Source: an optimization exercise on an open RTL-to-GDS flow (aim: small area). Production flows keep margins and buffers that such runs may drop.
In this exercise RTL edits were held to simulation tests only and were not proved equivalent to the original.
Power figures rest on the tool's default switching activity, not on a simulated workload.

Setup of v37:
Design TRON_game, start of the top module:
module TRON_game(CLK, P1_left, P1_right, P2_left, P2_right, H_sync_out, V_sync_out, COLOR_OUT, RST,
	VRAM_ADDR_A, VRAM_WE_A, VRAM_DOUT_A, VRAM_ADDR_B, VRAM_WE_B);
Size: ~55 I/O pins, roughly 11000 um^2 of cells after synthesis.
clock: 40.0 ns
lec_check: 0
cap_margin: 20
core_margin: 2
core_utilization: 55
cts_buf_list: sky130_fd_sc_hd__clkbuf_8
cts_cluster_diameter: 60
cts_cluster_size: 20
place_density: 0.7
slew_margin: 20
run.sh (not shown) runs the stock make flow with config.mk's settings and CLKGATE_MAP_FILE= SYNTH_SCRIPT=/design/flow/synth_recipe.tcl, a recipe that flattens the netlist after the stock synthesis.
Per the final summary, v37 finished and its layout is clean on timing, DRC and antenna.
> inputs changed (v37 -> v35)
# v37
export LEC_CHECK = 0
export CAP_MARGIN = 20
export CORE_MARGIN = 2
export CORE_UTILIZATION = 55
export CTS_BUF_LIST = sky130_fd_sc_hd__clkbuf_8
export CTS_CLUSTER_DIAMETER = 60
export CTS_CLUSTER_SIZE = 20
export PLACE_DENSITY = 0.7
export SLEW_MARGIN = 20
create_clock -name core_clock -period 40.0 [get_ports {CLK}]
# v35
export LEC_CHECK = 0
export CAP_MARGIN = 20
export CORE_MARGIN = 2
export CORE_UTILIZATION = 70
export CTS_BUF_LIST = sky130_fd_sc_hd__clkbuf_8
export CTS_CLUSTER_DIAMETER = 60
export CTS_CLUSTER_SIZE = 20
export PLACE_DENSITY = 0.85
export SLEW_MARGIN = 20
create_clock -name core_clock -period 40.0 [get_ports {CLK}]
==> flow/flow/run.sh (new file) <==
#!/bin/bash
set -euo pipefail
export BUFFER_PORTS_ARGS="-buffer_cell sky130_fd_sc_hd__buf_1"
export CTS_ARGS="-sink_clustering_enable -repair_clock_nets -dont_use_dummy_load -buf_list sky130_fd_sc_hd__clkbuf_8 -sink_clustering_size 30 -sink_clustering_max_diameter 80"
bash standard.sh > standard_flow.log 2>&1
==> flow/standard.sh (new file) <==
#!/bin/bash
# synth_recipe.tcl (not shown) runs the flow's synth.tcl, then flattens the netlist and writes it again
# the make line also repeats each setting of config.mk as NAME=value (left out here)
make -C /OpenROAD-flow-scripts/flow DESIGN_CONFIG=/design/flow/config.mk WORK_HOME=/design/flow/orfs CLKGATE_MAP_FILE= SYNTH_SCRIPT=/design/flow/synth_recipe.tcl "${@:-finish}"
removed: flow/run.sh
Findings:
Changes observed in v35 relative to v37: routed wire length neither gained nor lost much; remaining max-slew budget at the tightest pin lost 8.8 points; post-layout instance count excluding filler cells lost 70; via count of the first global-routing pass picked up an extra 4.3%; global-route usage picked up an extra 7.4 points. A cell at the slowest stage of the critical path of or2_1 is what v35 shows, while clkdlybuf4s50_1 belongs to v37. The final reports for v35 and v37 show global placement routability congestion higher in the former.
Relative to v35, the following input files were edited for v30:
==> flow/flow/run.sh <==
#!/bin/bash
set -euo pipefail
export BUFFER_PORTS_ARGS="-buffer_cell sky130_fd_sc_hd__buf_1"
export CTS_ARGS="-sink_clustering_enable -repair_clock_nets -dont_use_dummy_load -buf_list sky130_fd_sc_hd__clkbuf_16 -sink_clustering_size 30 -sink_clustering_max_diameter 80"
bash standard.sh > standard_flow.log 2>&1
Findings:
Between v30 and v35, the placer's final routability congestion estimate figures differ only marginally.
In the flow results for v30 and v35, the combinational power share is smaller on v30.
As far as number of distinct standard cells referenced by the synthesized netlist goes, v30 and v35 are indistinguishable; the numbers are identical.
v35 has lower layout overhead on the synthesized area than v30.
In v30, the met3 usage came out 0.87 points below the value in v35.
From v30 to v35, I/O pin count did not move at all.
On maximum number of buffers from clock root to sink, v35 tracks v30 almost exactly.
Compared with v35, v30 shows a higher wire length of the first global-routing pass.
Re relative contribution of the clock network to total power: v30 and v35 aren't equal, and the higher value belongs to v30.
v30 against v35: wire length went up 1.7%; total internal power went up 36 uW.

---

Setup of main:
Starting RTL as in the previous note.
==> flow/config.mk <==
export PLATFORM = sky130hd
export DESIGN_NAME = TRON_game
export DESIGN_NICKNAME = TRON_game
export VERILOG_FILES = /design/flow/design.v
export SDC_FILE = /design/flow/constraint.sdc
export NUM_CORES = 4
export LEC_CHECK = 0
export CAP_MARGIN = 20
export CORE_MARGIN = 2
export CORE_UTILIZATION = 55
export CTS_BUF_LIST = sky130_fd_sc_hd__clkbuf_8
export CTS_CLUSTER_DIAMETER = 60
export CTS_CLUSTER_SIZE = 20
export PLACE_DENSITY = 0.7
export SLEW_MARGIN = 20
==> flow/constraint.sdc <==
create_clock -name core_clock -period 40.0 [get_ports {CLK}]
set_input_delay 8.0000 -clock core_clock [delete_from_list [all_inputs] [get_ports {CLK}]]
set_output_delay 8.0000 -clock core_clock [all_outputs]
set_load 0.01 [all_outputs]
standard.sh (not shown) runs the stock make flow with config.mk's settings and CLKGATE_MAP_FILE= SYNTH_SCRIPT=/design/flow/synth_recipe.tcl, a recipe that flattens the netlist after the stock synthesis.
==> flow/flow/run.sh <==
#!/bin/bash
set -euo pipefail
export BUFFER_PORTS_ARGS="-buffer_cell sky130_fd_sc_hd__buf_1"
export CTS_ARGS="-sink_clustering_enable -repair_clock_nets -dont_use_dummy_load -buf_list sky130_fd_sc_hd__clkbuf_8 -sink_clustering_size 20 -sink_clustering_max_diameter 60"
bash standard.sh > standard_flow.log 2>&1
The following lists how the feature branch was set up differently from main:
# main
export LEC_CHECK = 0
export CAP_MARGIN = 20
export CORE_MARGIN = 2
export CORE_UTILIZATION = 55
export CTS_BUF_LIST = sky130_fd_sc_hd__clkbuf_8
export CTS_CLUSTER_DIAMETER = 60
export CTS_CLUSTER_SIZE = 20
export PLACE_DENSITY = 0.7
export SLEW_MARGIN = 20
create_clock -name core_clock -period 40.0 [get_ports {CLK}]
# the feature branch
export LEC_CHECK = 0
export CAP_MARGIN = 20
export CORE_MARGIN = 2
export CORE_UTILIZATION = 70
export CTS_BUF_LIST = sky130_fd_sc_hd__clkbuf_8
export CTS_CLUSTER_DIAMETER = 60
export CTS_CLUSTER_SIZE = 20
export PLACE_DENSITY = 0.85
export SLEW_MARGIN = 20
create_clock -name core_clock -period 40.0 [get_ports {CLK}]
==> notes.md <==
- Across both runs, routed wire length was higher for the feature branch than for main.
- Compared with main, in the feature branch cell internal power dissipation roughly the same; maximum vdd ir drop lower.

==> separate check: timing with driven ports <==
How much do the figures lean on ideal ports? The routed layouts below were timed once more, with nothing changed but the port constraints.
Step 1 assumes that a clkbuf_16 drives the clock port and a buf_2 every other input.
Step 2 also shifts input and output timing later by t, the mid clock arrival at the registers, as if the neighbouring blocks saw the same clock.
Three values: ideal ports, drivers, drivers and shift; two values: the first two.
| run | t, ns | slack for setup (ns) | hold WS [ns] | worst register clock-pin slew, ns |
|---|---|---|---|---|
| v37 | 0.496 | 21.116 / 21.087 / 21.087 | 0.384 / 0.384 / 0.384 | 0.12 / 0.12 |
| v35 | 0.496 | 21.421 / 21.400 / 21.400 | 0.379 / 0.379 / 0.379 | 0.10 / 0.10 |
| v30 | 0.467 | 21.385 / 21.365 / 21.365 | 0.377 / 0.377 / 0.377 | 0.07 / 0.07 |
| main | 0.483 | 21.354 / 21.332 / 21.332 | 0.366 / 0.366 / 0.366 | 0.11 / 0.11 |
| the feature branch | 0.496 | 21.421 / 21.400 / 21.400 | 0.379 / 0.379 / 0.379 | 0.10 / 0.10 |
After both steps every run listed still meets setup and hold. For v37, which loses most, drivers alone change the setup slack by -0.029 ns; drivers and shift together by -0.029 ns.
